This design comes from an exercise in tuning for small area, a short achievable clock period and few clock cycles on the open sky130 flow, not from production work. In this exercise RTL edits were held to simulation tests only and were not proved equivalent to the original. Power and IR drop assume default switching activity.

job 8421:
// chipmunk
module chipmunk
	#(parameter addrSize = 12)
	(input clk,
	 input reset,
	 input [addrSize-1:0] startPC,
	 input [7:0] dataBus,
	 output [7:0] dataBusWrite,
	 output [addrSize-1:0] addrBus,
	 output weMem,
	 output done);
For scale: ~1200 cells after synthesis, ~120 flip-flops.
make LEC_CHECK=0 ABC_AREA=1 CAP_MARGIN=20 CORE_MARGIN=2 CORE_UTILIZATION=55 SETUP_SLACK_MARGIN=2.5 SLEW_MARGIN=20 TNS_END_PERCENT=1 finish   # period 5.0 ns
run.sh (not shown) runs the stock make flow with config.mk's settings and CLKGATE_MAP_FILE= SYNTH_SCRIPT=/design/flow/synth_recipe.tcl, a recipe that flattens the netlist after the stock synthesis.
Testbench counts of job 8421, summed over its fixed seeds: cycles 328,514.
## Diff of input files: job 3134 against job 8421
- PLACE_DENSITY now 0.75, previously not set
- TNS_END_PERCENT now 5, was 1
==> notes.md <==
- Total number of nets in the final design: job 3134 vs job 8421 — no meaningful difference
- Compare job 3134 and job 8421 | non-clock buffer instance count of the final layout lower: job 8421
- On multi-input gate share of the layout cell area: between job 3134 and job 8421, it ends up lower for job 3134.
- Against job 8421, met1 layer wirelength in the final routing in job 3134 fell by a few percent.
Input changes introduced in job 7123 (baseline for comparison: job 3134):
- PLACE_DENSITY: 0.75 -> unset
Results
Against job 3134, detailed-route wire length per cell in job 7123 fell slightly. Compared to job 3134, the routing of job 7123 uses less wire. Fmax: job 7123 above job 3134. Placed wire-length estimate went up by a few percent going from job 3134 to job 7123. Post-CTS resize count of job 7123 falls short of that of job 3134 by a few percent. Job 3134 → job 7123: relative max-transition margin went down 26 points; minimum clock period after layout moved down. Compared with job 3134, in job 7123 final hold slack rose 0.0046 ns; total power consumption of the routed design fell about 7%. Job 7123 reports its highest-power group as sequential cells while job 3134 reports combinational logic.


Another version of the RTL of chipmunk (not shown whole).
Size: about 960 cells after synthesis, ~110 flip-flops, roughly 44 I/O pins, about 8600 um2 of cells after synthesis.
clock: 5.0 ns
lec_check: 0
cap_margin: 20
core_margin: 2
core_utilization: 55
setup_slack_margin: 2.5
slew_margin: 20
Testbench counts at the start, summed over its fixed seeds: cycles 328,514.
Rerun with:
Settings changed: ABC_AREA from default to 1, CTS_BUF_LIST from default to sky130_fd_sc_hd__clkbuf_4 sky130_fd_sc_hd__clkbuf_8.
Effect: Cell area decreases by 7.2%; global-route usage decreases by 4.1 points; register-to-register slack degrades by 0.04 ns; power decreases by 7.8%; wire length decreases by 12%; maximum frequency increases by 1.3%; clock-buffer cell count increases by 2; setup slack improves by 0.035 ns; die area decreases by 0.62%.
Rerun with:
Settings changed: CTS_BUF_LIST sky130_fd_sc_hd__clkbuf_4 sky130_fd_sc_hd__clkbuf_8 to default.
Result: Wire length grows by 2.2%. Power grows by 7.0%. Global-route usage grows by 0.72 points. Hold slack is about the same. Flip-flop and latch count does not change. Core utilization grows by 1.1 points.


Another version of the RTL of chipmunk (not shown whole).
For scale: roughly 1200 cells after synthesis, ~120 flip-flops, about 44 I/O pins, ~0.0085 sq mm of cells after synthesis.
// chipmunk
module chipmunk
	#(parameter addrSize = 12)
	(input clk,
	 input reset,
	 input [addrSize-1:0] startPC,
	 input [7:0] dataBus,
	 output [7:0] dataBusWrite,
	 output [addrSize-1:0] addrBus,
	 output weMem,
	 output done);
clock: 5.0 ns
lec_check: 0
abc_area: 1
cap_margin: 20
core_margin: 2
core_utilization: 55
setup_slack_margin: 2.2
slew_margin: 20
tns_end_percent: 5
The baseline ran to the end with no violations.
Testbench counts at the start, summed over its fixed seeds: cycles 328,514.
Next try:
--- a/flow/config.mk
+++ b/flow/config.mk
@@ -10,5 +10,5 @@
 export CORE_MARGIN = 2
 export CORE_UTILIZATION = 55
-export SETUP_SLACK_MARGIN = 2.2
+export SETUP_SLACK_MARGIN = 2.4
 export SLEW_MARGIN = 20
 export TNS_END_PERCENT = 5
Power goes up by about 0.75%.
Global-route usage goes up by 0.43 points.
Hold slack hardly moves.
Wire length goes up by about 2.3%.
Final cell count goes up by 0.68%.
Combinational power goes up by about 3%.
Die area stays the same.
Design area goes up by 1.3%.
Utilization goes up by 0.81 points.
Fmax goes up by about 8%.
Non-clock buffer count goes up by 9.

afterwards: timing with drivers on the ports:
The results above use ideal ports. As a check the final layouts listed here were re-extracted and re-timed, cells and wires unchanged. Step 1 sets driving cells, clkbuf_16 on the clock port and buf_2 on the other inputs (assumed; they add their load-dependent delay and slew). Step 2 moves the port delays by t, midway between the first and last clock arrival at a register: inputs arrive t later, outputs are due t later. That takes back most of the time a late clock gives input paths. Three values: ideal, step 1, step 2; two values: the first two.
run | t (ns) | setup WS [ns] | worst setup path at the end | worst register clock-pin slew, ns | worst slew at a driven data input, ns
job 8421 | 0.463 | 2.292 / 2.251 / 1.953 | input to register | 0.06 / 0.06 | 0.05
job 3134 | 0.473 | 2.306 / 2.259 / 1.987 | input to register | 0.06 / 0.06 | 0.04
job 7123 | 0.468 | 2.323 / 2.277 / 1.971 | input to register | 0.06 / 0.06 | 0.05
the first run of note 2 | 0.469 | 2.205 / 2.159 / 1.891 | input to register | 0.06 / 0.06 | 0.05
the second run of note 2 | 0.498 | 2.240 / 2.240 / 2.031 | input to register | 0.08 / 0.08 | 0.03
the third run of note 2 | 0.472 | 2.275 / 2.232 / 2.089 | input to register | 0.06 / 0.06 | 0.03
the first run of note 3 | 0.470 | 1.963 / 1.919 / 1.720 | input to register | 0.06 / 0.06 | 0.04
the second run of note 3 | 0.473 | 2.198 / 2.153 / 1.848 | input to register | 0.06 / 0.06 | 0.05
After both steps every run listed still meets setup and hold. The setup slack of job 7123, which loses most, moves by -0.046 ns with the drivers and by -0.352 ns with both steps.
